This design comes from an exercise in tuning for small area and a short achievable clock period on the open sky130 flow, not from production work.
Function was checked by simulation only, so behaviour that the tests miss may differ from the original.
Power and IR drop assume default switching activity.

[flow/config.mk]
export PLATFORM = sky130hd
export DESIGN_NAME = MIPS_Single_Cycle
export DESIGN_NICKNAME = MIPS_Single_Cycle
export VERILOG_FILES = /design/flow/design.v
export SDC_FILE = /design/flow/constraint.sdc
export NUM_CORES = 4
export LEC_CHECK = 0
export CAP_MARGIN = 20
export CORE_MARGIN = 2
export CORE_UTILIZATION = 40
export CTS_BUF_LIST = sky130_fd_sc_hd__clkbuf_16
export CTS_CLUSTER_DIAMETER = 65
export CTS_CLUSTER_SIZE = 28
export PLACE_DENSITY = 0.65
export SETUP_SLACK_MARGIN = 2.5
export SLEW_MARGIN = 20
export SYNTH_HIERARCHICAL = 1
export TNS_END_PERCENT = 5
[flow/constraint.sdc]
create_clock -name core_clock -period 5.0 [get_ports {clk}]
set_input_delay 1.0000 -clock core_clock [delete_from_list [all_inputs] [get_ports {clk}]]
set_output_delay 1.0000 -clock core_clock [all_outputs]
set_load 0.01 [all_outputs]
[flow/design.v]
module alu_ctl (
	input  [2:0] op,
	output       binv, cin, s_sum, s_g, s_p
);
	assign binv  = (op[0] & ~op[1]) | (op[2] & ~op[1]) | (op[2] & op[0]);
	assign cin   = op[0] & ~op[2];
	assign s_sum = (op == 3'b000) | (op == 3'b001) | (op == 3'b100);
	assign s_g   = (op == 3'b010) | (op == 3'b111) | (op == 3'b011);
	assign s_p   = (op == 3'b110) | (op == 3'b011);
endmodule
module alu_binv (
	input  [2:0] op,
	output       binv
);
	wire [2:0] t;
	nand3_stage u_t (.a({op[0], ~op[1], ~op[1]}), .b({op[2], op[0], op[2]}), .y(t));
	nand3_1 u_b (.a(t), .y(binv));
endmodule
module nand3_stage (
	input  [2:0] a, b,
	output [2:0] y
);
	assign y = ~(a & b);
endmodule
module nand3_1 (
	input  [2:0] a,
	output       y
);
	assign y = ~&a;
endmodule
module alu_opnd (
	input  [31:0] A, PC, B, SE,
	input         srca,
	input  [1:0]  srcb,
	input  [31:0] binv,
	output [31:0] sa,
	output [31:0] bx
);
	reg [31:0] sb;
	always @(*) begin
		case (srcb)
			2'b00: sb = B;
			2'b01: sb = 32'h1;
			2'b10: sb = SE;
			2'b11: sb = {SE[29:0], 2'b00};
		endcase
	end
	assign sa = srca ? PC : A;
	assign bx = sb ^ binv;
endmodule
module alu_xnor (
	input  [31:0] a, b,
	output [31:0] pn
);
	assign pn = ~(a ^ b);
endmodule
module alu_gen (
	input  [31:0] a, b,
	input         cin,
	output [31:0] gn
);
	assign gn[31:1] = ~(a[31:1] & b[31:1]);
	assign gn[0]    = ~((a[0] & b[0]) | ((a[0] | b[0]) & cin));
endmodule
module ks_n2p #(parameter D = 1) (
	input  [31:0] gn, pn,
	output [31:0] g, p
);
	genvar i;
	generate
		for (i = 0; i < 32; i = i + 1) begin : b
			if (i >= D) begin : c
				assign g[i] = ~(gn[i] & (pn[i] | gn[i-D]));
			end else begin : t
				assign g[i] = ~gn[i];
			end
			if (i >= 2*D) begin : pp
				assign p[i] = ~(pn[i] | pn[i-D]);
			end else begin : pz
				assign p[i] = 1'b0;
			end
		end
	endgenerate
endmodule
module ks_p2n #(parameter D = 2) (
	input  [31:0] g, p,
	output [31:0] gn, pn
);
	genvar i;
	generate
		for (i = 0; i < 32; i = i + 1) begin : b
			if (i >= D) begin : c
				assign gn[i] = ~(g[i] | (p[i] & g[i-D]));
			end else begin : t
				assign gn[i] = ~g[i];
			end
			if (i >= 2*D) begin : pp
				assign pn[i] = ~(p[i] & p[i-D]);
			end else begin : pz
				assign pn[i] = 1'b1;
			end
		end
	endgenerate
endmodule
module nand_vv (
	input  [31:0] a, b,
	output [31:0] y
);
	assign y = ~(a & b);
endmodule
module nand_vs (
	input  [31:0] a,
	input         s,
	output [31:0] y
);
	assign y = ~(a & {32{s}});
endmodule
module inv_v (
	input  [31:0] a,
	output [31:0] y
);
	assign y = ~a;
endmodule
module alu_pre (
	input  [31:0] pn, g, ALUOut, PC,
	input         s_g, s_p, s_sum, pc_alu, pc_out_l, pc_keep,
	output [31:0] r_c0, r_c1, pc_c0, pc_c1
);
	wire [31:0] p       = ~pn;
	wire [31:0] r_lo    = (g & {32{s_g}}) | (p & {32{s_p}});
	assign      r_c0    = r_lo | (p & {32{s_sum}});
	assign      r_c1    = r_lo | (pn & {32{s_sum}});
	wire [31:0] pc_hold = (ALUOut & {32{pc_out_l}}) | (PC & {32{pc_keep}});
	assign      pc_c0   = pc_alu ? r_c0 : pc_hold;
	assign      pc_c1   = pc_alu ? r_c1 : pc_hold;
endmodule
module alu_tail (
	input  [31:0] c,
	input  [31:0] r0, r1, q0, q1,
	output [31:0] r, q
);
	wire [31:0] cn, r1n, r0n, q1n, q0n;
	inv_v   u_cn (.a(c), .y(cn));
	nand_vv u_r1 (.a(r1), .b(c),  .y(r1n));
	nand_vv u_r0 (.a(r0), .b(cn), .y(r0n));
	nand_vv u_r  (.a(r1n), .b(r0n), .y(r));
	nand_vv u_q1 (.a(q1), .b(c),  .y(q1n));
	nand_vv u_q0 (.a(q0), .b(cn), .y(q0n));
	nand_vv u_q  (.a(q1n), .b(q0n), .y(q));
endmodule
module Mux4to1
#(
	parameter WIDTH = 32
)
(
	input [WIDTH-1:0] data_1, data_3, data_4,
	input [1:0]	selector,
	output [WIDTH-1:0] data_o
);
reg [WIDTH-1:0] data;
localparam [WIDTH-1:0] constant = 32'h1;
always @(*)
begin
case (selector)
	2'b00: begin
	data = data_1;
	end
	2'b01: begin
	data = constant;
	end
	2'b10: begin
	data = data_3;
	end
	2'b11: begin
	data = data_4;
	end
endcase
end
assign data_o = data; 
endmodule
module Reg_Direct(
    input clk, reset,
    input [31:0] data_in,
    output reg [31:0] data_out
);
    always @(posedge clk or negedge reset) 
	 begin 
        if (!reset)
            data_out <= 32'h0;
        else
            data_out <= data_in;
    end
endmodule
module Reg_Enable(
    input clk, reset, enable,
    input [31:0] data_in,
    output reg [31:0] data_out
);
    always @(posedge clk or negedge reset) begin 
        if (!reset)
            data_out <= 32'h0;
        else if (enable) 
				data_out <= data_in;
    end
endmodule
module Reg_Double(
    input clk, reset,
    input  [31:0] data_A_in, data_B_in,
    output [31:0] data_A_out, data_B_out
);
    Reg_Direct RA(.clk(clk), .reset(reset), .data_in(data_A_in), .data_out(data_A_out));
    Reg_Direct RB(.clk(clk), .reset(reset), .data_in(data_B_in), .data_out(data_B_out));
endmodule
module Wrap_Reg_Double(
    input clk, reset,
    input  [31:0] data_A_in, data_B_in,
    output [31:0] data_A_out, data_B_out
);
    Reg_Double RD(.clk(clk), .reset(reset), .data_A_in(data_A_in), .data_A_out(data_A_out), .data_B_in(data_B_in), .data_B_out(data_B_out));   
endmodule
module ff_d(d, clk, reset, enable, q);
input [31:0] d;
input clk, reset, enable;
output reg [31:0] q;
	always @ (posedge clk or negedge reset) begin
		if (!reset) begin
			q <= 0;
		end
		else begin
			if (enable) begin
				q <= d;
			end
		end
	end
endmodule 
module encoder(
input [4:0] a,                                  
input en,                                        
output [31:0] enc );                         
wire [3:0] w;                                 
decoder2x4 x1(w,a[4:3],en);      
decoder3x8 x2(enc[7:0], a[2:0],w[0]);   
decoder3x8 x3(enc[15:8], a[2:0],w[1]);
decoder3x8 x4(enc[23:16], a[2:0],w[2]);
decoder3x8 x5(enc[31:24], a[2:0],w[3]);
endmodule
module decoder2x4(
output reg [3:0] enc,
input [1:0] a,
input en);
always @(a,en)                
if(en)
case(a)
2'b00: enc=4'b0001;     
2'b01: enc=4'b0010;
2'b10: enc=4'b0100;
2'b11: enc=4'b1000;
default: enc=0;
endcase
else enc=0;               
endmodule
module decoder3x8(
output reg [7:0] enc,
input [2:0] a,
input en);
always @(a,en)
if(en)
case(a)                                   
0: enc =8'b00000001;            
1: enc =8'b00000010;            
2: enc =8'b00000100;
3: enc =8'b00001000;
4: enc =8'b00010000;
5: enc =8'b00100000;
6: enc =8'b01000000;
7: enc =8'b10000000;
default: enc=0;
endcase
else enc=0;         
endmodule
module mux_32(I0,I1,I2,I3,I4,I5,I6,I7,I8,I9,I10,I11,I12,I13,I14,I15,I16,I17,I18,I19,I20,I21,I22,I23,I24,
				 I25,I26,I27,I28,I29,I30,I31, Sel, Data);
input [31:0] I0,I1,I2,I3,I4,I5,I6,I7,I8,I9,I10,I11,I12,I13,I14,I15,I16,I17,I18,I19,I20,I21,I22,I23,I24,
				 I25,I26,I27,I28,I29,I30,I31;
input [4:0] Sel;
output [31:0] Data;
reg [31:0] Data_out;
always @(*) begin 
case(Sel)
5'b00000: Data_out = I0;
5'b00001: Data_out = I1;
5'b00010: Data_out = I2;
5'b00011: Data_out = I3;
5'b00100: Data_out = I4;
5'b00101: Data_out = I5;
5'b00110: Data_out = I6;
5'b00111: Data_out = I7;
5'b01000: Data_out = I8;
5'b01001: Data_out = I9;
5'b01010: Data_out = I10;
5'b01011: Data_out = I11;
5'b01100: Data_out = I12;
5'b01101: Data_out = I13;
5'b01110: Data_out = I14;
5'b01111: Data_out = I15;
5'b10000: Data_out = I16;
5'b10001: Data_out = I17;
5'b10010: Data_out = I18;
5'b10011: Data_out = I19;
5'b10100: Data_out = I20;
5'b10101: Data_out = I21;
5'b10110: Data_out = I22;
5'b10111: Data_out = I23;
5'b11000: Data_out = I24;
5'b11001: Data_out = I25;
5'b11010: Data_out = I26;
5'b11011: Data_out = I27;
5'b11100: Data_out = I28;
5'b11101: Data_out = I29;
5'b11110: Data_out = I30;
5'b11111: Data_out = I31;
endcase 
end 
assign Data = Data_out;
endmodule 
module Register_File #(parameter N = 32)(
	input 		clk,
	input 		reset,
	input 		Reg_Write_i,
	input [4:0] Write_Register_i,
	input [4:0] Read_Register_1_i,
	input [4:0] Read_Register_2_i,
	input [N-1:0] Write_Data_i,
	output [N-1:0] Read_Data_1_o,
	output [N-1:0] Read_Data_2_o
	);
	localparam enb = 1'b1;
	wire [N-1:0] enc;
	wire [N-1:0] q0, q1, q2, q3, q4, q5, q6, q7, q8, q9, q10, q11, q12, q13, q14, q15, q16, q17, q18, q19, q20, q21, q22, q23, 
				    q24, q25, q26, q27, q28, q29, q30, q31;
	encoder E0 (.a(Write_Register_i),.en(enb),.enc(enc));
	assign q0 = {N{1'b0}};
	ff_d  R1(.d(Write_Data_i), .clk(clk), .reset(reset), .enable(enc[1]&Reg_Write_i),  .q(q1));
	ff_d  R2(.d(Write_Data_i), .clk(clk), .reset(reset), .enable(enc[2]&Reg_Write_i),  .q(q2));
	ff_d  R3(.d(Write_Data_i), .clk(clk), .reset(reset), .enable(enc[3]&Reg_Write_i),  .q(q3));
	ff_d  R4(.d(Write_Data_i), .clk(clk), .reset(reset), .enable(enc[4]&Reg_Write_i),  .q(q4));
	ff_d  R5(.d(Write_Data_i), .clk(clk), .reset(reset), .enable(enc[5]&Reg_Write_i),  .q(q5));
	ff_d  R6(.d(Write_Data_i), .clk(clk), .reset(reset), .enable(enc[6]&Reg_Write_i),  .q(q6));
	ff_d  R7(.d(Write_Data_i), .clk(clk), .reset(reset), .enable(enc[7]&Reg_Write_i),  .q(q7));
	ff_d  R8(.d(Write_Data_i), .clk(clk), .reset(reset), .enable(enc[8]&Reg_Write_i),  .q(q8));
	ff_d  R9(.d(Write_Data_i), .clk(clk), .reset(reset), .enable(enc[9]&Reg_Write_i),  .q(q9));
	ff_d R10(.d(Write_Data_i), .clk(clk), .reset(reset), .enable(enc[10]&Reg_Write_i), .q(q10));
	ff_d R11(.d(Write_Data_i), .clk(clk), .reset(reset), .enable(enc[11]&Reg_Write_i), .q(q11));
	ff_d R12(.d(Write_Data_i), .clk(clk), .reset(reset), .enable(enc[12]&Reg_Write_i), .q(q12));
	ff_d R13(.d(Write_Data_i), .clk(clk), .reset(reset), .enable(enc[13]&Reg_Write_i), .q(q13));
	ff_d R14(.d(Write_Data_i), .clk(clk), .reset(reset), .enable(enc[14]&Reg_Write_i), .q(q14));
	ff_d R15(.d(Write_Data_i), .clk(clk), .reset(reset), .enable(enc[15]&Reg_Write_i), .q(q15));
	ff_d R16(.d(Write_Data_i), .clk(clk), .reset(reset), .enable(enc[16]&Reg_Write_i), .q(q16));
	ff_d R17(.d(Write_Data_i), .clk(clk), .reset(reset), .enable(enc[17]&Reg_Write_i), .q(q17));
	ff_d R18(.d(Write_Data_i), .clk(clk), .reset(reset), .enable(enc[18]&Reg_Write_i), .q(q18));
	ff_d R19(.d(Write_Data_i), .clk(clk), .reset(reset), .enable(enc[19]&Reg_Write_i), .q(q19));
	ff_d R20(.d(Write_Data_i), .clk(clk), .reset(reset), .enable(enc[20]&Reg_Write_i), .q(q20));
	ff_d R21(.d(Write_Data_i), .clk(clk), .reset(reset), .enable(enc[21]&Reg_Write_i), .q(q21));
	ff_d R22(.d(Write_Data_i), .clk(clk), .reset(reset), .enable(enc[22]&Reg_Write_i), .q(q22));
	ff_d R23(.d(Write_Data_i), .clk(clk), .reset(reset), .enable(enc[23]&Reg_Write_i), .q(q23));
	ff_d R24(.d(Write_Data_i), .clk(clk), .reset(reset), .enable(enc[24]&Reg_Write_i), .q(q24));
	ff_d R25(.d(Write_Data_i), .clk(clk), .reset(reset), .enable(enc[25]&Reg_Write_i), .q(q25));
	ff_d R26(.d(Write_Data_i), .clk(clk), .reset(reset), .enable(enc[26]&Reg_Write_i), .q(q26));
	ff_d R27(.d(Write_Data_i), .clk(clk), .reset(reset), .enable(enc[27]&Reg_Write_i), .q(q27));
	ff_d R28(.d(Write_Data_i), .clk(clk), .reset(reset), .enable(enc[28]&Reg_Write_i), .q(q28));
	ff_d R29(.d(Write_Data_i), .clk(clk), .reset(reset), .enable(enc[29]&Reg_Write_i), .q(q29));
	ff_d R30(.d(Write_Data_i), .clk(clk), .reset(reset), .enable(enc[30]&Reg_Write_i), .q(q30));
	ff_d R31(.d(Write_Data_i), .clk(clk), .reset(reset), .enable(enc[31]&Reg_Write_i), .q(q31));
	mux_32 RD1(.I0(q0), .I1(q1), .I2(q2), .I3(q3), .I4(q4), .I5(q5), .I6(q6), .I7(q7), .I8(q8), .I9(q9), .I10(q10), .I11(q11),
	           .I12(q12), .I13(q13), .I14(q14), .I15(q15), .I16(q16), .I17(q17), .I18(q18), .I19(q19), .I20(q20), .I21(q21),
		   .I22(q22), .I23(q23), .I24(q24), .I25(q25), .I26(q26), .I27(q27), .I28(q28), .I29(q29), .I30(q30), .I31(q31),
		        .Sel(Read_Register_1_i), .Data(Read_Data_1_o));
	mux_32 RD2(.I0(q0), .I1(q1), .I2(q2), .I3(q3), .I4(q4), .I5(q5), .I6(q6), .I7(q7), .I8(q8), .I9(q9), .I10(q10), .I11(q11),
	           .I12(q12), .I13(q13), .I14(q14), .I15(q15), .I16(q16), .I17(q17), .I18(q18), .I19(q19), .I20(q20), .I21(q21),
		   .I22(q22), .I23(q23), .I24(q24), .I25(q25), .I26(q26), .I27(q27), .I28(q28), .I29(q29), .I30(q30), .I31(q31),
		        .Sel(Read_Register_2_i),.Data(Read_Data_2_o));
endmodule
module Wrap_Register_File #(parameter N = 32)(
	input 		clk,
	input 		reset,
	input 		Reg_Write_i,
	input [4:0] Write_Register_i,
	input [4:0] Read_Register_1_i,
	input [4:0] Read_Register_2_i,
	input [N-1:0] Write_Data_i,
	output [N-1:0] Read_Data_1_o,
	output [N-1:0] Read_Data_2_o
	);
	Register_File #(.N(N)) RF (.clk(clk), .reset(reset), .Reg_Write_i(Reg_Write_i), .Write_Register_i(Write_Register_i), .Read_Register_1_i(Read_Register_1_i), .Read_Register_2_i(Read_Register_2_i), .Write_Data_i(Write_Data_i), .Read_Data_1_o(Read_Data_1_o), .Read_Data_2_o(Read_Data_2_o));
endmodule
module Sign_Extend
(
	input [15:0] SE_I,
	output wire [31:0] SE_O
);
assign	SE_O = {{16{SE_I[15]}},SE_I};
endmodule
module muxselect #(parameter WIDTH = 32)(
output [WIDTH-1:0] O,
input [WIDTH-1:0] S0, S1,
input I);
assign O=(I) ? S1:S0;
endmodule
module MIPS_Single_Cycle
#(
	parameter DATA_WIDTH 	= 32
)
(
	input clk,
	input reset,
	input PCWrite, IorD, IRWrite, MemtoReg, RegWrite, ALUSrcA, CUS,
	input [1:0] ALUSrcB,
	input [3:0] ALUControl,
	input PCSrc,
	input  [31:0] mem_rdata,
	output [31:0] mem_addr,
	output [31:0] mem_wdata
	);
	reg [31:0] PC, IR, MDR, A, B, ALUOut;
	reg [32*32-1:32] rf;
	reg [31:1]      rf_valid;
	wire [4:0]  ra1 = IR[25:21];
	wire [4:0]  ra2 = IR[20:16];
	wire [4:0]  wa  = CUS ? IR[15:11] : IR[20:16];
	wire [31:0] wd  = MemtoReg ? ALUOut : MDR;
	reg  [31:1] we;
	wire [31:1] sel1, sel2;
	wire [31:0] rd1, rd2;
	integer i;
	always @(*) begin
		for (i = 1; i < 32; i = i + 1) begin
			we[i]   = RegWrite & (wa == i);
		end
	end
	rd_dec u_dec1 (.ra(ra1), .valid(rf_valid), .sel(sel1));
	rd_dec u_dec2 (.ra(ra2), .valid(rf_valid), .sel(sel2));
	rf_read u_rd1 (.q(rf), .sel(sel1), .d(rd1));
	rf_read u_rd2 (.q(rf), .sel(sel2), .d(rd2));
	reg [32*32-1:32] rf_next;
	always @(*) begin
		for (i = 1; i < 32; i = i + 1)
			rf_next[i*32 +: 32] = (wd & {32{we[i]}}) | (rf[i*32 +: 32] & {32{~we[i]}});
	end
	always @(posedge clk)
		rf <= rf_next;
	always @(posedge clk or negedge reset) begin
		if (!reset)
			rf_valid <= 31'h0;
		else
			rf_valid <= rf_valid | we;
	end
	wire [31:0] SignImm = {{16{IR[15]}}, IR[15:0]};
	wire [3:0] binv_q;
	wire       binv, cin, s_sum, s_g, s_p;
	alu_ctl u_ctl (.op(ALUControl[2:0]), .binv(binv), .cin(cin),
	               .s_sum(s_sum), .s_g(s_g), .s_p(s_p));
	genvar gq;
	generate
		for (gq = 0; gq < 4; gq = gq + 1) begin : bq
			alu_binv u (.op(ALUControl[2:0]), .binv(binv_q[gq]));
		end
	endgenerate
	wire [31:0] binv_v = {{8{binv_q[3]}}, {8{binv_q[2]}}, {8{binv_q[1]}}, {8{binv_q[0]}}};
	wire [31:0] sa, bx, pn, gn;
	alu_opnd u_opnd (.A(A), .PC(PC), .B(B), .SE(SignImm), .srca(ALUSrcA),
	                 .srcb(ALUSrcB), .binv(binv_v), .sa(sa), .bx(bx));
	alu_xnor u_xnor (.a(sa), .b(bx), .pn(pn));
	alu_gen  u_gen  (.a(sa), .b(bx), .cin(cin), .gn(gn));
	wire [31:0] g1, p1, g2n, p2n, g3, p3, g4n, p4n, g5, p5;
	ks_n2p #(.D(1))  u_l1 (.gn(gn),  .pn(pn),  .g(g1),  .p(p1));
	ks_p2n #(.D(2))  u_l2 (.g(g1),   .p(p1),   .gn(g2n), .pn(p2n));
	ks_n2p #(.D(4))  u_l3 (.gn(g2n), .pn(p2n), .g(g3),  .p(p3));
	ks_p2n #(.D(8))  u_l4 (.g(g3),   .p(p3),   .gn(g4n), .pn(p4n));
	ks_n2p #(.D(16)) u_l5 (.gn(g4n), .pn(p4n), .g(g5),  .p(p5));
	wire [31:0] carry = {g5[30:0], cin};
	wire [31:0] g = {~gn[31:1], sa[0] & bx[0]};
	wire        pc_alu = PCWrite & ~PCSrc;
	wire        pc_out = PCWrite & PCSrc;
	wire [31:0] r_c0, r_c1, pc_c0, pc_c1;
	alu_pre u_pre (.pn(pn), .g(g), .ALUOut(ALUOut), .PC(PC),
	               .s_g(s_g), .s_p(s_p), .s_sum(s_sum), .pc_alu(pc_alu),
	               .pc_out_l(pc_out), .pc_keep(~pc_out),
	               .r_c0(r_c0), .r_c1(r_c1), .pc_c0(pc_c0), .pc_c1(pc_c1));
	wire [31:0] ALUResult, pc_next;
	alu_tail u_tail (.c(carry), .r0(r_c0), .r1(r_c1), .q0(pc_c0), .q1(pc_c1),
	                 .r(ALUResult), .q(pc_next));
	always @(posedge clk or negedge reset) begin
		if (!reset) begin
			PC     <= 32'h0;
			IR     <= 32'h0;
			MDR    <= 32'h0;
			A      <= 32'h0;
			B      <= 32'h0;
			ALUOut <= 32'h0;
		end else begin
			PC     <= pc_next;
			if (IRWrite) IR <= mem_rdata;
			MDR    <= mem_rdata;
			A      <= rd1;
			B      <= rd2;
			ALUOut <= ALUResult;
		end
	end
	wire [31:0] addr_o, addr_p;
	wire [3:0]  iord_n, iord_p;
	inv_s u_in0 (.a(IorD), .y(iord_n[0]));
	inv_s u_in1 (.a(IorD), .y(iord_n[1]));
	inv_s u_in2 (.a(IorD), .y(iord_n[2]));
	inv_s u_in3 (.a(IorD), .y(iord_n[3]));
	inv_s u_ip0 (.a(iord_n[0]), .y(iord_p[0]));
	inv_s u_ip1 (.a(iord_n[1]), .y(iord_p[1]));
	inv_s u_ip2 (.a(iord_n[2]), .y(iord_p[2]));
	inv_s u_ip3 (.a(iord_n[3]), .y(iord_p[3]));
	nand_vv u_am_o (.a(ALUOut), .b({{8{iord_p[3]}}, {8{iord_p[2]}}, {8{iord_p[1]}}, {8{iord_p[0]}}}), .y(addr_o));
	nand_vv u_am_p (.a(PC),     .b({{8{iord_n[3]}}, {8{iord_n[2]}}, {8{iord_n[1]}}, {8{iord_n[0]}}}), .y(addr_p));
	nand_vv u_am   (.a(addr_o), .b(addr_p), .y(mem_addr));
	assign mem_wdata = B;
endmodule
module rf_read (
	input  [32*32-1:32] q,
	input  [31:1]       sel,
	output [31:0]       d
);
	wire [32*11-1:0] yn;
	genvar k;
	generate
		for (k = 0; k < 10; k = k + 1) begin : grp
			rd_grp3 u (.q0(q[(3*k+1)*32 +: 32]), .q1(q[(3*k+2)*32 +: 32]),
			           .q2(q[(3*k+3)*32 +: 32]), .s0(sel[3*k+1]),
			           .s1(sel[3*k+2]), .s2(sel[3*k+3]), .yn(yn[k*32 +: 32]));
		end
	endgenerate
	rd_one u_31 (.q(q[31*32 +: 32]), .s(sel[31]), .yn(yn[10*32 +: 32]));
	rd_or11 u_or (.yn(yn), .d(d));
endmodule
module rd_grp3 (
	input  [31:0] q0, q1, q2,
	input         s0, s1, s2,
	output [31:0] yn
);
	assign yn = ~((q0 & {32{s0}}) | (q1 & {32{s1}}) | (q2 & {32{s2}}));
endmodule
module rd_one (
	input  [31:0] q,
	input         s,
	output [31:0] yn
);
	assign yn = ~(q & {32{s}});
endmodule
module rd_or11 (
	input  [32*11-1:0] yn,
	output [31:0]      d
);
	wire [31:0] o0, o1, o2, dn;
	rd_nand4 u_o0 (.a(yn[0*32 +: 32]), .b(yn[1*32 +: 32]), .c(yn[2*32 +: 32]), .d(yn[3*32 +: 32]), .y(o0));
	rd_nand4 u_o1 (.a(yn[4*32 +: 32]), .b(yn[5*32 +: 32]), .c(yn[6*32 +: 32]), .d(yn[7*32 +: 32]), .y(o1));
	rd_nand4 u_o2 (.a(yn[8*32 +: 32]), .b(yn[9*32 +: 32]), .c(yn[10*32 +: 32]), .d(32'hffffffff), .y(o2));
	rd_nor3  u_n  (.a(o0), .b(o1), .c(o2), .y(dn));
	inv_v    u_i  (.a(dn), .y(d));
endmodule
module rd_nand4 (
	input  [31:0] a, b, c, d,
	output [31:0] y
);
	assign y = ~(a & b & c & d);
endmodule
module rd_nor3 (
	input  [31:0] a, b, c,
	output [31:0] y
);
	assign y = ~(a | b | c);
endmodule
module inv_s (
	input  a,
	output y
);
	assign y = ~a;
endmodule
module rd_dec (
	input  [4:0]  ra,
	input  [31:1] valid,
	output [31:1] sel
);
	wire [3:0] hi;
	wire [7:0] lo;
	predec2 u_hi (.a(ra[4:3]), .y(hi));
	predec3 u_lo (.a(ra[2:0]), .y(lo));
	wire [31:0] hi_x, lo_x;
	genvar i;
	generate
		for (i = 0; i < 32; i = i + 1) begin : x
			assign hi_x[i] = hi[i / 8];
			assign lo_x[i] = lo[i % 8];
		end
	endgenerate
	and3_v u_sel (.a(valid), .b(hi_x[31:1]), .c(lo_x[31:1]), .y(sel));
endmodule
module predec2 (
	input  [1:0] a,
	output [3:0] y
);
	assign y = 4'b0001 << a;
endmodule
module predec3 (
	input  [2:0] a,
	output [7:0] y
);
	assign y = 8'b00000001 << a;
endmodule
module and3_v (
	input  [31:1] a, b, c,
	output [31:1] y
);
	assign y = a & b & c;
endmodule
[flow/run.sh]
#!/bin/bash
# synth_recipe.tcl (not shown) runs the flow's synth.tcl, then flattens the netlist and writes it again
# the make line also repeats each setting of config.mk as NAME=value (left out here)
make -C /OpenROAD-flow-scripts/flow DESIGN_CONFIG=/design/flow/config.mk WORK_HOME=/design/flow/orfs CLKGATE_MAP_FILE= SYNTH_SCRIPT=/design/flow/synth_recipe.tcl finish
==> results of run 1 <==
## critical path, stage by stage (launching register included)
cell and delay (ps):
sky130_fd_sc_hd__dfrtp_1 560, sky130_fd_sc_hd__nor3b_1 700, sky130_fd_sc_hd__and3_1 300, sky130_fd_sc_hd__buf_4 510
sky130_fd_sc_hd__a222oi_1 230, sky130_fd_sc_hd__nand4_1 420, sky130_fd_sc_hd__nor3_2 120, sky130_fd_sc_hd__inv_1 70
## path summary, 6_finish.rpt
path	from	endpoint	slack, ps
max in group asynchronous	reset	IR[20]	3570
min	reset	IR[3]	360
min reg2reg	rf_valid[25]	rf_valid[25]	500
max reg2reg	IR[23]	A[13]	2030
min in group core_clock	rf_valid[25]	rf_valid[25]	500
max	IR[23]	A[13]	2030
## what timing repair did
action	in CTS	in global routing
setup endpoints to repair	1198	1180
setup buffers	77	20
hold buffers	0	0
pin swaps	127	26
cloned	8	7
resized for setup	595	68
## cell usage in the layout, fill, tap and decap left out, types with 30 or more instances in the layout
| cell type | count |
|---|---|
| sky130_fd_sc_hd__a21oi_2 | 32 |
| sky130_fd_sc_hd__a221oi_2 | 30 |
| sky130_fd_sc_hd__a222oi_1 | 640 |
| sky130_fd_sc_hd__a31oi_1 | 64 |
| sky130_fd_sc_hd__and3_1 | 53 |
| sky130_fd_sc_hd__buf_4 | 168 |
| sky130_fd_sc_hd__buf_6 | 49 |
| sky130_fd_sc_hd__clkbuf_16 | 75 |
| sky130_fd_sc_hd__clkdlybuf4s50_1 | 67 |
| sky130_fd_sc_hd__conb_1 | 64 |
| sky130_fd_sc_hd__dfrtp_1 | 207 |
| sky130_fd_sc_hd__edfxtp_1 | 992 |
| sky130_fd_sc_hd__inv_1 | 170 |
| sky130_fd_sc_hd__mux2_1 | 32 |
| sky130_fd_sc_hd__mux2_2 | 57 |
| sky130_fd_sc_hd__mux2i_1 | 59 |
| sky130_fd_sc_hd__nand2_1 | 470 |
| sky130_fd_sc_hd__nand2_2 | 59 |
| sky130_fd_sc_hd__nand4_1 | 192 |
| sky130_fd_sc_hd__nor2_4 | 49 |
| sky130_fd_sc_hd__nor3_2 | 65 |
| sky130_fd_sc_hd__o21ai_1 | 33 |
| sky130_fd_sc_hd__o21ai_2 | 49 |
| sky130_fd_sc_hd__o21bai_1 | 53 |
## power groups by stage
stage	clock (mW)	sequential (mW)	combinational [mW]
after global routing	7.15	12.8	7.37
after global placement	0	12.9	5.39
after CTS	6.80	12.7	6.67
final	6.76	12.7	6.93
after floorplan	0	12.6	3.51
after detailed placement	0	12.9	5.49
## routing by layer
metal	up-vias	part of all wire (%)
met1	20100	35
met3	537	12
met4	2	5.3
met2	3002	47
met5	-	0.0037
li1	16500	-
## layout make-up
type | instances | area [µm²] | area share (%)
Tap cell | 1781 | 2230 | 3.56
Clock inverter | 53 | 731 | 1.17
Clock buffer | 70 | 1750 | 2.80
Inverter | 183 | 716 | 1.14
Sequential cell | 1209 | 35200 | 56.3
Multi-Input combinational cell | 2270 | 18300 | 29.3
Timing Repair Buffer | 352 | 3620 | 5.79
Antenna cell | 2 | 5.00 | 0.00799
==> run notes, run 1 <==
The run finished with no timing, DRC or antenna violations. The core region is 135000 µm². In the global route stage, met3 resource usage came out at 5.48%. The maximum fanout along the worst path works out to 32. In this run, the number of DRC markers left after iteration 0 of detailed routing was 8038. The worst setup path is of the reg2reg kind.

The global-route layer with the greatest usage is met2. Leakage power figure: 22.0 nW. The number of antenna violations at the first check in global routing came out at 3. The pre-antenna-repair detailed-routing pass consisted of 13 iterations. The clock drives 1209 sinks.

Worst hold margin: 362 ps. After detailed routing, the average wire length per cell comes to 32.1 µm. The area growth from synthesis to layout is 15.5%.

For this design the top-level I/O count stands at 112. The buffer type at the clock tree root was sky130_fd_sc_hd__clkbuf_16. The via count of the first global-routing pass is 38800. The summed instance area of the synthesized netlist was 54200 µm². The tools report the utilization of the core after routing as 46.4%. The worst hold path belongs to the class in2async. TritonCTS built the clock tree. For this run, design rule violations remaining after detail routing come to 0. Summed over all nets, the switching power comes to 8.96 mW.

The non-filler instance count after layout came out at 5920. The final worst-path setup slack is 2030 ps. Net switching is 34.0% of the power. Max-slew violation count: 0.

The number of H-tree branching levels is 3, and the final estimated routing congestion in global placement is 0.965. During placement, the flow inserted port buffers numbering 110. The die covers 139000 µm².

For the worst path required time, the log shows 5620 ps. After routing the design area is 62600 µm². TritonCTS created 70 clock buffers.

The run gives 26.2% as the total global-route track usage. The met1 demand-to-capacity share in global routing was 32.6%; the total power after layout was 26.4 mW. The Yosys step of the flow raised 8 warnings. After clock tree synthesis, the clock-pin slew on the worst setup and hold paths is 100 ps.

Dividing the detail-routed via count by the number of cells gives 6.77. The worst supply voltage drop on vdd came out at 0.264 mV. The final hold violation count was 0.

Placed instance count: 5683. Summing all placed instances gives a cell area of 56900 µm². Summed over all layers, the routed wires come to 190000 µm. Setup repair after global routing could not meet its margin everywhere.

The critical path launch point type was a flip-flop. For the finished layout, the period the worst path requires is 2970 ps. In this run the vertical extent of the chip is 372 µm.

The proportion of power drawn by combinational gates came out at 26.3%. Across all layers, the routed design uses 40100 vias. The share of total power dissipated in sequential elements is 48.1%.

Clock latency on the worst-skew pair, taken at its later pin, is 690 ps. Met2 capacity usage during global routing: 43.3%. Across the run, the number of max-cap violations was 0.

At the pin with the least slew margin, the transition time is 1050 ps. The endpoint class of the critical path is a flip-flop. The cell count after synthesis came out at 3852. Fill cells in the final layout number 11700. The run gives 3590 ps as the arrival time of data at the critical path endpoint. Summed over all failing endpoints, the final setup total negative slack is 0 ps. Summed over all nets, the half-perimeter wirelength after detailed placement is 115000 µm. The average size of a mapped cell was 14.1 µm². Headroom to the max-slew limit came out at 29.6%.

OpenSTA, run right after detailed placement, puts the worst setup slack at 508 ps. The floorplan has 135 rows. The logs give 0 for the count of nets left with antenna violations after detail routing and 40.2% for the effective utilization at floorplan. In this run the power density over the cells is 421 nW/µm². The longest clock path from root to sink contains 3 buffers. The global-route wire length before repair came out at 265000 µm. The clock arrives with 62.2 ps of skew. The setup violation total in the final timing report is 0. In this run the horizontal extent of the chip is 372 µm. In this run, the clock network consumes 25.6% of the power. In the final layout, the share of cells above drive strength 1 is 22.7%. The depth of the worst register-to-register path works out to 7. Dividing the final minimum period by the clock period gives 59.5%.

The internal power of the cells totals 17.4 mW. At the end of the flow, the number of nets in the layout was 4134. Entering global routing, the biggest net connects 96 pins.

The aggregate global routing overflow was 0; the maximum clock frequency was 336 MHz.
==> inputs of run 2 (changes only) <==
--- a/flow/design.v
+++ b/flow/design.v
@@ -33,2 +33,3 @@
 	input         srca,
+	input         a_ok,
 	input  [1:0]  srcb,
@@ -47,3 +48,5 @@
 	end
-	assign sa = srca ? PC : A;
+	wire   s_pc = srca;
+	wire   s_a  = ~srca & a_ok;
+	assign sa = (PC & {32{s_pc}}) | (A & {32{s_a}});
 	assign bx = sb ^ binv;
@@ -424,2 +427,10 @@
 	reg [31:0] PC, IR, MDR, A, B, ALUOut;
+	reg live;
+	always @(posedge clk or negedge reset) begin
+		if (!reset)
+			live <= 1'b0;
+		else
+			live <= 1'b1;
+	end
+	wire live_n = ~live;
 	reg [32*32-1:32] rf;
@@ -429,3 +440,5 @@
 	wire [4:0]  wa  = CUS ? IR[15:11] : IR[20:16];
-	wire [31:0] wd  = MemtoReg ? ALUOut : MDR;
+	wire        wd_o = MemtoReg & live;
+	wire        wd_m = ~MemtoReg & live;
+	wire [31:0] wd   = (ALUOut & {32{wd_o}}) | (MDR & {32{wd_m}});
 	reg  [31:1] we;
@@ -469,3 +482,3 @@
 	wire [31:0] sa, bx, pn, gn;
-	alu_opnd u_opnd (.A(A), .PC(PC), .B(B), .SE(SignImm), .srca(ALUSrcA),
+	alu_opnd u_opnd (.A(A), .PC(PC), .B(B), .SE(SignImm), .srca(ALUSrcA), .a_ok(live),
 	                 .srcb(ALUSrcB), .binv(binv_v), .sa(sa), .bx(bx));
@@ -481,4 +494,5 @@
 	wire [31:0] g = {~gn[31:1], sa[0] & bx[0]};
-	wire        pc_alu = PCWrite & ~PCSrc;
-	wire        pc_out = PCWrite & PCSrc;
+	wire        pc_alu   = PCWrite & ~PCSrc;
+	wire        pc_out   = PCWrite & PCSrc;
+	wire        pc_out_l = pc_out & live;
 	wire [31:0] r_c0, r_c1, pc_c0, pc_c1;
@@ -486,3 +500,3 @@
 	               .s_g(s_g), .s_p(s_p), .s_sum(s_sum), .pc_alu(pc_alu),
-	               .pc_out_l(pc_out), .pc_keep(~pc_out),
+	               .pc_out_l(pc_out_l), .pc_keep(~pc_out),
 	               .r_c0(r_c0), .r_c1(r_c1), .pc_c0(pc_c0), .pc_c1(pc_c1));
@@ -495,6 +509,3 @@
 			IR     <= 32'h0;
-			MDR    <= 32'h0;
-			A      <= 32'h0;
 			B      <= 32'h0;
-			ALUOut <= 32'h0;
 		end else begin
@@ -502,8 +513,10 @@
 			if (IRWrite) IR <= mem_rdata;
-			MDR    <= mem_rdata;
-			A      <= rd1;
 			B      <= rd2;
-			ALUOut <= ALUResult;
 		end
 	end
+	always @(posedge clk) begin
+		MDR    <= mem_rdata;
+		A      <= rd1;
+		ALUOut <= ALUResult;
+	end
 	wire [31:0] addr_o, addr_p;
@@ -514,6 +527,6 @@
 	inv_s u_in3 (.a(IorD), .y(iord_n[3]));
-	inv_s u_ip0 (.a(iord_n[0]), .y(iord_p[0]));
-	inv_s u_ip1 (.a(iord_n[1]), .y(iord_p[1]));
-	inv_s u_ip2 (.a(iord_n[2]), .y(iord_p[2]));
-	inv_s u_ip3 (.a(iord_n[3]), .y(iord_p[3]));
+	nor_s u_ip0 (.a(iord_n[0]), .b(live_n), .y(iord_p[0]));
+	nor_s u_ip1 (.a(iord_n[1]), .b(live_n), .y(iord_p[1]));
+	nor_s u_ip2 (.a(iord_n[2]), .b(live_n), .y(iord_p[2]));
+	nor_s u_ip3 (.a(iord_n[3]), .b(live_n), .y(iord_p[3]));
 	nand_vv u_am_o (.a(ALUOut), .b({{8{iord_p[3]}}, {8{iord_p[2]}}, {8{iord_p[1]}}, {8{iord_p[0]}}}), .y(addr_o));
@@ -583,2 +596,8 @@
 endmodule
+module nor_s (
+	input  a, b,
+	output y
+);
+	assign y = ~(a | b);
+endmodule
 module rd_dec (
--- a/flow/config.mk
+++ b/flow/config.mk
@@ -11,5 +11,4 @@
 export CTS_BUF_LIST = sky130_fd_sc_hd__clkbuf_16
-export CTS_CLUSTER_DIAMETER = 65
-export CTS_CLUSTER_SIZE = 28
-export PLACE_DENSITY = 0.65
+export CTS_CLUSTER_DIAMETER = 60
+export CTS_CLUSTER_SIZE = 24
 export SETUP_SLACK_MARGIN = 2.5
@@ -17,2 +16,2 @@
 export SYNTH_HIERARCHICAL = 1
-export TNS_END_PERCENT = 5
+export TNS_END_PERCENT = 30
==> run 2 against run 1 <==
Compared with the run above: worst setup slack gained 63 ps; sequential share of layout area shrank 3.7 points; area after synthesis shrank 0.82%; critical path type is now in2out; still clean on timing, DRC and antenna; via count grew 3.0%; non-clock buffer count grew 130; largest cell class unchanged.
==> run notes, run 2 <==
The run finished with no timing, DRC or antenna violations. The tools report the placed wire-length estimate after detailed placement as 117000 µm. The max-slew violation count was 0; the number of remaining DRC errors was 0. The tools report the worst supply voltage drop on vdd as 0.254 mV. The worst hold path belongs to the class in2async. The post-synthesis cell count was 3895; the overall die height was 371 µm. During synthesis, Yosys emitted a total of 8 warnings. On the critical path, the stage with the largest delay is an instance of sky130_fd_sc_hd__nor2_4. After floorplanning, the core was sized to cover 133000 µm².

The worst setup path is of the in2out kind. The final wirelength came out at 206000 µm. The tools report the leakage power figure as 23.5 nW. The worst path needs 2910 ps of the cycle, external delays included.

Number of antenna violations at the first check in global routing: 5. In this run the worst path has a maximum fanout of 5. Internal power: 18.3 mW.

Cells with a size suffix above 1 make up 28.6% of the layout. The run gives 0 as the number of buffers added to fix hold violations after cts. Max-cap violations in this run came to 0. The run gives 25.2% as the proportion of power drawn by combinational gates. Leaving out fill and tap cells, the most frequent cell in the layout is sky130_fd_sc_hd__edfxtp_1. After the first detailed-routing iteration, the DRC count stood at 8024.

The actual slew at the worst max-slew pin works out to 1100 ps. Counting along the longest clock path gives a buffer depth of 3. Setup violations remaining at the end of the flow were counted as 0. Based on the critical path, the design can be clocked at up to 344 MHz. Traced cell by cell, the critical path runs through buf_12 -> clkinvlp_4 -> nor2_4 -> buf_6 -> buf_6 -> nand2_2 -> nand2_2 -> buf_6. STA classifies the critical path startpoint as a primary input.

Setup repair after global routing could not meet its margin everywhere. The run gives 730 ps as the clock insertion delay at the later pin of the skew report. Among the stages of the critical path, the cell type that occurs most often is sky130_fd_sc_hd__buf_6. The pin count of the biggest net entering global routing was 80; the switching power total was 9.21 mW. The tools report the summed instance area of the synthesized netlist as 53800 µm². The root buffer cell chosen for the clock tree is sky130_fd_sc_hd__clkbuf_16. The critical path's largest stage delay was 220 ps. For the total CTS buffers, the log shows 95.

Measured against its own limit, the worst slew margin works out to 26.7%. The top cell types in the final layout, fill and taps aside, are 992 x sky130_fd_sc_hd__edfxtp_1, 640 x sky130_fd_sc_hd__a222oi_1, 452 x sky130_fd_sc_hd__nand2_1, 193 x sky130_fd_sc_hd__buf_4, 192 x sky130_fd_sc_hd__nand4_1. The H-tree was split into 3 levels.

The cell area reported after detailed placement was 56700 µm²; the average size of a mapped cell was 13.8 µm². For this configuration, the core starts out at a cell density of 40.3%. The die boundary width came out at 371 µm.

In this run the remaining antenna-violating nets after routing total 0. At the end of routability-driven placement, the weighted congestion stood at 0.955. In this run the power density over the cells is 416 nW/µm². The clock network accounts for 29.8% of the total power.

The floorplan has 134 rows. The count of buffers added on input and output ports is 110. The portion of total power attributed to sequential cells was 45.0%. The worst path required time came out at 4000 ps. Once layout is done, the placed cells without fillers occupy 66100 µm². The via count of the first global-routing pass came out at 39000. The die covers 137000 µm².

Total global-route track usage: 27.2%. The net count of the finished layout is 4326. After detailed routing, the average wire length per cell comes to 33.6 µm. The switching portion of total power works out to 33.5%. For this run the aggregate overflow at the end of global routing stands at 0. The arrival time of data at the critical path endpoint is 1910 ps, and the setup TNS after final layout is 0 ps.

After layout, the worst path uses 58.2% of the clock period. TritonCTS built the clock tree. From synthesis to final layout, the design area changed by 23.0%. Clock skew on the completed layout was measured at 43.3 ps.

The first global-routing pass estimated 271000 µm of wire. Using the TritonRoute via totals, the vias-per-cell ratio works out to 6.73. The first-pass iteration count of the detailed router came out at 9. For the final hold violation count, the log shows 0. CTS saw 1210 sinks.

The number of ports placed on the die boundary was 112; the depth of the worst register-to-register path was 8. The endpoint class of the critical path is an output pin. The detailed router placed 41200 vias in this run.

Clock-pin slew was measured on the worst setup and hold paths at 90 ps.
run 2: power groups by stage:
stage	combinational [mW]	sequential [mW]	clock (mW)
2_1_floorplan	3.06	12.3	0
4_1_cts	6.02	12.3	8.23
6_report	6.91	12.4	8.20
3_3_place_gp	4.79	12.5	0
5_1_grt	7.27	12.4	8.63
3_5_place_dp	4.86	12.6	0
run 2: layer usage:
metal | GRT usage, % | vias to the layer above | part of all wire [%]
li1 | - | 17000 | -
met1 | 33.9 | 20600 | 35
met2 | 45.1 | 3039 | 47
met3 | 5.76 | 600 | 12
met4 | 12.9 | 2 | 6.5
met5 | 0 | - | 0.016
run 2: final timing paths:
path	startpoint	end	slack (ps)
worst min register to register	rf_valid[27]	rf_valid[27]	490
max in group asynchronous	reset	rf_valid[22]	3790
min in group core_clock	rf_valid[27]	rf_valid[27]	490
worst max register to register	IR[23]	A[8]	2210
worst max-delay path	IorD	mem_addr[12]	2090
worst min-delay path	reset	B[9]	230
run 2: cell type report:
class | instances | area (µm²)
Clock buffer | 96 | 2400
Sequential cell | 1210 | 34800
Clock inverter | 83 | 982
Multi-Input combinational cell | 2310 | 19400
Fill cell | 11300 | 67300
Antenna cell | 2 | 5.00
Timing Repair Buffer | 482 | 5650
Tap cell | 1768 | 2210
Inverter | 179 | 712
run 2: timing repair:
action	in CTS	in global routing
setup endpoints to repair	1552	883
setup buffers	100	84
gates cloned	11	29
pin swaps	149	290
gates resized for setup	674	369
run 2: critical path, delay by kind of cell:
kind / cells / cell delay [ps]
buf+inv: 5 / 550
simple gates: 3 / 350
run 2: stage by stage:
stage	util, %	total power, mW	setup slack (ps)	instances	hold WS [ps]
floorplan	-	15.4	1970	3957	442
global placement	42.4	17.3	703	5722	455
detailed placement	42.5	17.4	688	5725	468
CTS	47.5	26.6	2120	6015	224
global route	49.5	28.3	2060	6128	257
finish	49.5	27.5	2090	6130	230
==> inputs of run 3 (changes only) <==
--- a/flow/design.v
+++ b/flow/design.v
@@ -33,3 +33,3 @@
 	input         srca,
-	input         a_ok,
+	input         a_ok, pc_ok, se_ok,
 	input  [1:0]  srcb,
@@ -39,12 +39,9 @@
 );
-	reg [31:0] sb;
-	always @(*) begin
-		case (srcb)
-			2'b00: sb = B;
-			2'b01: sb = 32'h1;
-			2'b10: sb = SE;
-			2'b11: sb = {SE[29:0], 2'b00};
-		endcase
-	end
-	wire   s_pc = srca;
+	wire   s_b  = ~srcb[1] & ~srcb[0];
+	wire   s_1  = ~srcb[1] &  srcb[0];
+	wire   s_se =  srcb[1] & ~srcb[0] & se_ok;
+	wire   s_s2 =  srcb[1] &  srcb[0] & se_ok;
+	wire [31:0] sb = (B & {32{s_b}}) | {31'h0, s_1} | (SE & {32{s_se}}) |
+	                 ({SE[29:0], 2'b00} & {32{s_s2}});
+	wire   s_pc = srca & pc_ok;
 	wire   s_a  = ~srca & a_ok;
@@ -449,7 +446,7 @@
 		for (i = 1; i < 32; i = i + 1) begin
-			we[i]   = RegWrite & (wa == i);
+			we[i]   = RegWrite & live & (wa == i);
 		end
 	end
-	rd_dec u_dec1 (.ra(ra1), .valid(rf_valid), .sel(sel1));
-	rd_dec u_dec2 (.ra(ra2), .valid(rf_valid), .sel(sel2));
+	rd_dec u_dec1 (.ra(ra1), .en(live), .valid(rf_valid), .sel(sel1));
+	rd_dec u_dec2 (.ra(ra2), .en(live), .valid(rf_valid), .sel(sel2));
 	rf_read u_rd1 (.q(rf), .sel(sel1), .d(rd1));
@@ -482,3 +479,3 @@
 	wire [31:0] sa, bx, pn, gn;
-	alu_opnd u_opnd (.A(A), .PC(PC), .B(B), .SE(SignImm), .srca(ALUSrcA), .a_ok(live),
+	alu_opnd u_opnd (.A(A), .PC(PC), .B(B), .SE(SignImm), .srca(ALUSrcA), .a_ok(live), .pc_ok(live), .se_ok(live),
 	                 .srcb(ALUSrcB), .binv(binv_v), .sa(sa), .bx(bx));
@@ -500,3 +497,3 @@
 	               .s_g(s_g), .s_p(s_p), .s_sum(s_sum), .pc_alu(pc_alu),
-	               .pc_out_l(pc_out_l), .pc_keep(~pc_out),
+	               .pc_out_l(pc_out_l), .pc_keep(~pc_out & live),
 	               .r_c0(r_c0), .r_c1(r_c1), .pc_c0(pc_c0), .pc_c1(pc_c1));
@@ -506,11 +503,11 @@
 	always @(posedge clk or negedge reset) begin
-		if (!reset) begin
-			PC     <= 32'h0;
-			IR     <= 32'h0;
-			B      <= 32'h0;
-		end else begin
-			PC     <= pc_next;
-			if (IRWrite) IR <= mem_rdata;
-			B      <= rd2;
-		end
+		if (!reset)
+			B <= 32'h0;
+		else
+			B <= rd2;
+	end
+	wire [31:0] ir_next = IRWrite ? mem_rdata : (IR & {32{live}});
+	always @(posedge clk) begin
+		PC <= pc_next;
+		IR <= ir_next;
 	end
@@ -523,10 +520,11 @@
 	wire [3:0]  iord_n, iord_p;
-	inv_s u_in0 (.a(IorD), .y(iord_n[0]));
-	inv_s u_in1 (.a(IorD), .y(iord_n[1]));
-	inv_s u_in2 (.a(IorD), .y(iord_n[2]));
-	inv_s u_in3 (.a(IorD), .y(iord_n[3]));
-	nor_s u_ip0 (.a(iord_n[0]), .b(live_n), .y(iord_p[0]));
-	nor_s u_ip1 (.a(iord_n[1]), .b(live_n), .y(iord_p[1]));
-	nor_s u_ip2 (.a(iord_n[2]), .b(live_n), .y(iord_p[2]));
-	nor_s u_ip3 (.a(iord_n[3]), .b(live_n), .y(iord_p[3]));
+	nor_s u_in0 (.a(IorD), .b(live_n), .y(iord_n[0]));
+	nor_s u_in1 (.a(IorD), .b(live_n), .y(iord_n[1]));
+	nor_s u_in2 (.a(IorD), .b(live_n), .y(iord_n[2]));
+	nor_s u_in3 (.a(IorD), .b(live_n), .y(iord_n[3]));
+	wire  iord_l = ~IorD;
+	nor_s u_ip0 (.a(iord_l), .b(live_n), .y(iord_p[0]));
+	nor_s u_ip1 (.a(iord_l), .b(live_n), .y(iord_p[1]));
+	nor_s u_ip2 (.a(iord_l), .b(live_n), .y(iord_p[2]));
+	nor_s u_ip3 (.a(iord_l), .b(live_n), .y(iord_p[3]));
 	nand_vv u_am_o (.a(ALUOut), .b({{8{iord_p[3]}}, {8{iord_p[2]}}, {8{iord_p[1]}}, {8{iord_p[0]}}}), .y(addr_o));
@@ -604,2 +602,3 @@
 	input  [4:0]  ra,
+	input         en,
 	input  [31:1] valid,
@@ -609,3 +608,3 @@
 	wire [7:0] lo;
-	predec2 u_hi (.a(ra[4:3]), .y(hi));
+	predec2 u_hi (.a(ra[4:3]), .en(en), .y(hi));
 	predec3 u_lo (.a(ra[2:0]), .y(lo));
@@ -623,5 +622,6 @@
 	input  [1:0] a,
+	input        en,
 	output [3:0] y
 );
-	assign y = 4'b0001 << a;
+	assign y = {3'b000, en} << a;
 endmodule
--- a/flow/config.mk
+++ b/flow/config.mk
@@ -11,4 +11,4 @@
 export CTS_BUF_LIST = sky130_fd_sc_hd__clkbuf_16
-export CTS_CLUSTER_DIAMETER = 60
-export CTS_CLUSTER_SIZE = 24
+export CTS_CLUSTER_DIAMETER = 65
+export CTS_CLUSTER_SIZE = 28
 export SETUP_SLACK_MARGIN = 2.5
@@ -16,2 +16,2 @@
 export SYNTH_HIERARCHICAL = 1
-export TNS_END_PERCENT = 30
+export TNS_END_PERCENT = 5
==> run 3 against run 2 <==
Compared with the run above: still clean; count of clock-buffer cells in the layout down 13; cell area fell by 2.3%; combinational power is 41% lower; sequential share of layout area increased by 0.76 points; fmax is 8.2% lower; sequential power fell by 4%; worst setup slack got worse by 260 ps; critical path depth increased by 4; final cell count fell by 1.5%; register-to-register slack worse by 380 ps; wire length down 2.0%; core utilization shrank 1.1 points; critical path type is now reg2reg; largest cell class unchanged; largest power group unchanged.
==> run notes, run 3 <==
The run finished with no timing, DRC or antenna violations. Data on the critical path is required at its endpoint by 5580 ps. The number of remaining DRC errors came out at 0. The worst setup path is launched from a flip-flop. Counting along the longest clock path gives a buffer depth of 3. In the final routed layout, each cell accounts on average for 33.4 µm.

The count of fill cells added during filler insertion was 11400. For this run, the share of the core covered by cells in the final layout is 48.4%. The worst supply voltage drop on vdd is 0.236 mV, and the leakage power figure is 23.0 nW.

The worst hold path belongs to the class in2async. For this run, the number of standard cells in the final layout without fillers is 6035. Dividing the final minimum period by the clock period gives 63.4%. The tools report the summed instance area of the synthesized netlist as 53800 µm². The setup violation total in the final timing report is 0. For the clock insertion delay at the later pin of the skew report, the log shows 710 ps. The Yosys step of the flow raised 7 warnings.

The logs give 2 for the number of antenna violations at the first check in global routing and 19400 µm² for the area of the multi-input gates. The number of diodes added for antenna fixing is 0, and the effective utilization at floorplan is 40.3%. During placement, the flow inserted port buffers numbering 110. For this run, the total global-route usage over all layers was measured as 27.6%. The global-route wire length before repair is 275000 µm, and the clock transition at the registers of the reported paths is 100 ps. Area of the die: 137000 µm².

The pin count of the biggest net entering global routing came out at 70. The run gives 1830 ps as the final worst-path setup slack. The run gives 13 as the first-pass iteration count of the detailed router.

Averaged over all synthesized cells, the footprint is 13.8 µm². Arrival time of data at the critical path endpoint: 3750 ps. The setup TNS after final layout came out at 0 ps.

The die is 371 µm wide. The worst path needs 3170 ps of the cycle, external delays included. In this run the remaining antenna-violating nets after routing total 0. At the end of routability-driven placement, the weighted congestion stood at 0.963. The worst setup path is of the reg2reg kind. Headroom to the max-slew limit came out at 25.9%.

Max-cap violations in this run came to 0. Synthesis produced 3903 cells. The buffer type at the clock tree root is sky130_fd_sc_hd__clkbuf_16. In this run, the number of DRC markers left after iteration 0 of detailed routing was 8242. The number of vias after detailed routing is 40800, and the via count of the first global-routing pass is 39100. Cells with a size suffix above 1 make up 25.3% of the layout. The clock skew after layout was 42.1 ps; the placed wire-length estimate after detailed placement was 118000 µm. The logs give 134 for the floorplan row count and 0 for the number of buffers added to fix hold violations after cts. Area growth from synthesis to layout: 20.1%. The aggregate global routing overflow came out at 0. The net count of the finished layout is 4247. The top cell types in the final layout, fill and taps aside, are 992 x sky130_fd_sc_hd__edfxtp_1, 640 x sky130_fd_sc_hd__a222oi_1, 461 x sky130_fd_sc_hd__nand2_1, 192 x sky130_fd_sc_hd__nand4_1, 173 x sky130_fd_sc_hd__buf_4.

The overall die height is 371 µm, and the max-slew violation count is 0. The actual slew at the worst max-slew pin came out at 1110 ps. Across all hold checks on the routed design, the worst slack comes to 259 ps. The H-tree generated during clock tree synthesis spans 3 levels. The final hold violation count was 0. TritonCTS built the clock tree.

The placed instance count came out at 5741. The ratio of routed vias to standard cells came out at 6.75. The sink count of the clock tree was 1210; the area inside the core boundary was 133000 µm². Across the whole layout, storage elements account for 34500 µm². The most frequent standard cell in the layout excluding fill and tap cells is sky130_fd_sc_hd__edfxtp_1. For the final wirelength, the log shows 202000 µm. Setup repair after global routing could not meet its margin everywhere.

The total CTS buffers is 81, and the placement-stage worst setup slack is 474 ps. Along the worst path, the maximum fanout reaches 16. The number of ports placed on the die boundary is 112. The total power per unit cell area is 368 nW/µm². Maximum clock frequency: 315 MHz.

The tools report the endpoint class of the critical path as a flip-flop.
run 3: cell type report:
class | instances | area share, %
Clock inverter | 68 | 1.58
Clock buffer | 83 | 3.22
Sequential cell | 1210 | 53.4
Timing Repair Buffer | 414 | 7.14
Tap cell | 1768 | 3.43
Multi-Input combinational cell | 2299 | 30.1
Timing Repair inverter | 1 | 0.0174
Inverter | 192 | 1.14
run 3: worst max-delay path, cell delays in order (launching register included):
cell                        delay (ps)
sky130_fd_sc_hd__dfrtp_2           430
sky130_fd_sc_hd__buf_12            130
sky130_fd_sc_hd__buf_12            140
sky130_fd_sc_hd__buf_12            140
sky130_fd_sc_hd__buf_4             130
sky130_fd_sc_hd__and3b_2           270
sky130_fd_sc_hd__and3_4            200
sky130_fd_sc_hd__buf_4             170
sky130_fd_sc_hd__clkbuf_16         210
sky130_fd_sc_hd__a222oi_1          370
sky130_fd_sc_hd__nand4_1           410
sky130_fd_sc_hd__nor3_2            330
sky130_fd_sc_hd__inv_1              80
run 3: what timing repair did:
item	4_1_cts	5_1_grt
pin swaps	167	129
buffers inserted	85	37
gates resized for setup	698	160
endpoints found under the hold margin	0	0
gates cloned	6	15
setup endpoints to repair	1412	1205
run 3: where the power goes:
group / switching, mW / internal [mW] / leakage [nW]
Sequential: 0.417 / 11.4 / 11.1
Combinational: 2.57 / 1.52 / 10.4
Clock: 4.21 / 3.61 / 1.51
Total: 7.19 / 16.6 / 23.0
run 3: path summary, 6_finish.rpt:
kind,from,endpoint,slack [ps],cells past startpoint
worst max-delay path,live,B[13],1830,12
worst min-delay path,reset,B[3],260,1
worst max register to register,live,B[13],1830,12
worst min register to register,rf_valid[7],rf_valid[7],490,2
max in group asynchronous,reset,rf_valid[1],3780,2
min in group core_clock,rf_valid[7],rf_valid[7],490,2
run 3: through the flow:
stage | instance area (µm²) | total power, mW
finish | 64600 | 23.8
global route | 64600 | 24.4
CTS | 63100 | 23.5
detailed placement | 56800 | 15.0
global placement | 56800 | 15.0
floorplan | 54400 | 13.8
run 3: routing by layer:
metal | part of all wire, % | vias up | global-route usage, %
met1 | 35 | 20300 | 34.2
li1 | - | 16800 | -
met5 | 0.013 | - | 0
met4 | 5.3 | 4 | 14.5
met3 | 13 | 532 | 6.57
met2 | 47 | 3126 | 44.6

## afterwards: timing with drivers on the ports
No port has a modelled driver above. Below, the same layouts with a new extraction and two added sets of constraints.
Step 1, drivers: a clkbuf_16 drives clk and a buf_2 each remaining input, both assumed.
Step 2 adds t to the input delays and takes it off the output delays; t is the mean of the earliest and latest rising clock arrival at the registers after step 1. Input paths then give back, and output paths get back, about the clock's delay inside the block.
a / b / c = ideal / step 1 / step 2; a / b = the first two.
| run | shift t [ns] | setup slack, ns | hold slack, ns | clock arrival spread, ns |
|---|---|---|---|---|
| run 1 | 0.730 | 2.027 / 2.003 / 1.315 | 0.362 / 0.341 / 0.499 | 0.062 / 0.063 |
| run 2 | 0.792 | 2.090 / 2.026 / 1.471 | 0.230 / 0.184 / 0.495 | 0.052 / 0.053 |
| run 3 | 0.769 | 1.830 / 1.830 / 1.386 | 0.259 / 0.228 / 0.490 | 0.053 / 0.054 |
After both steps setup and hold are still met in every run listed. The setup slack of run 1, which loses most, moves by -0.024 ns with the drivers and by -0.712 ns with both steps.
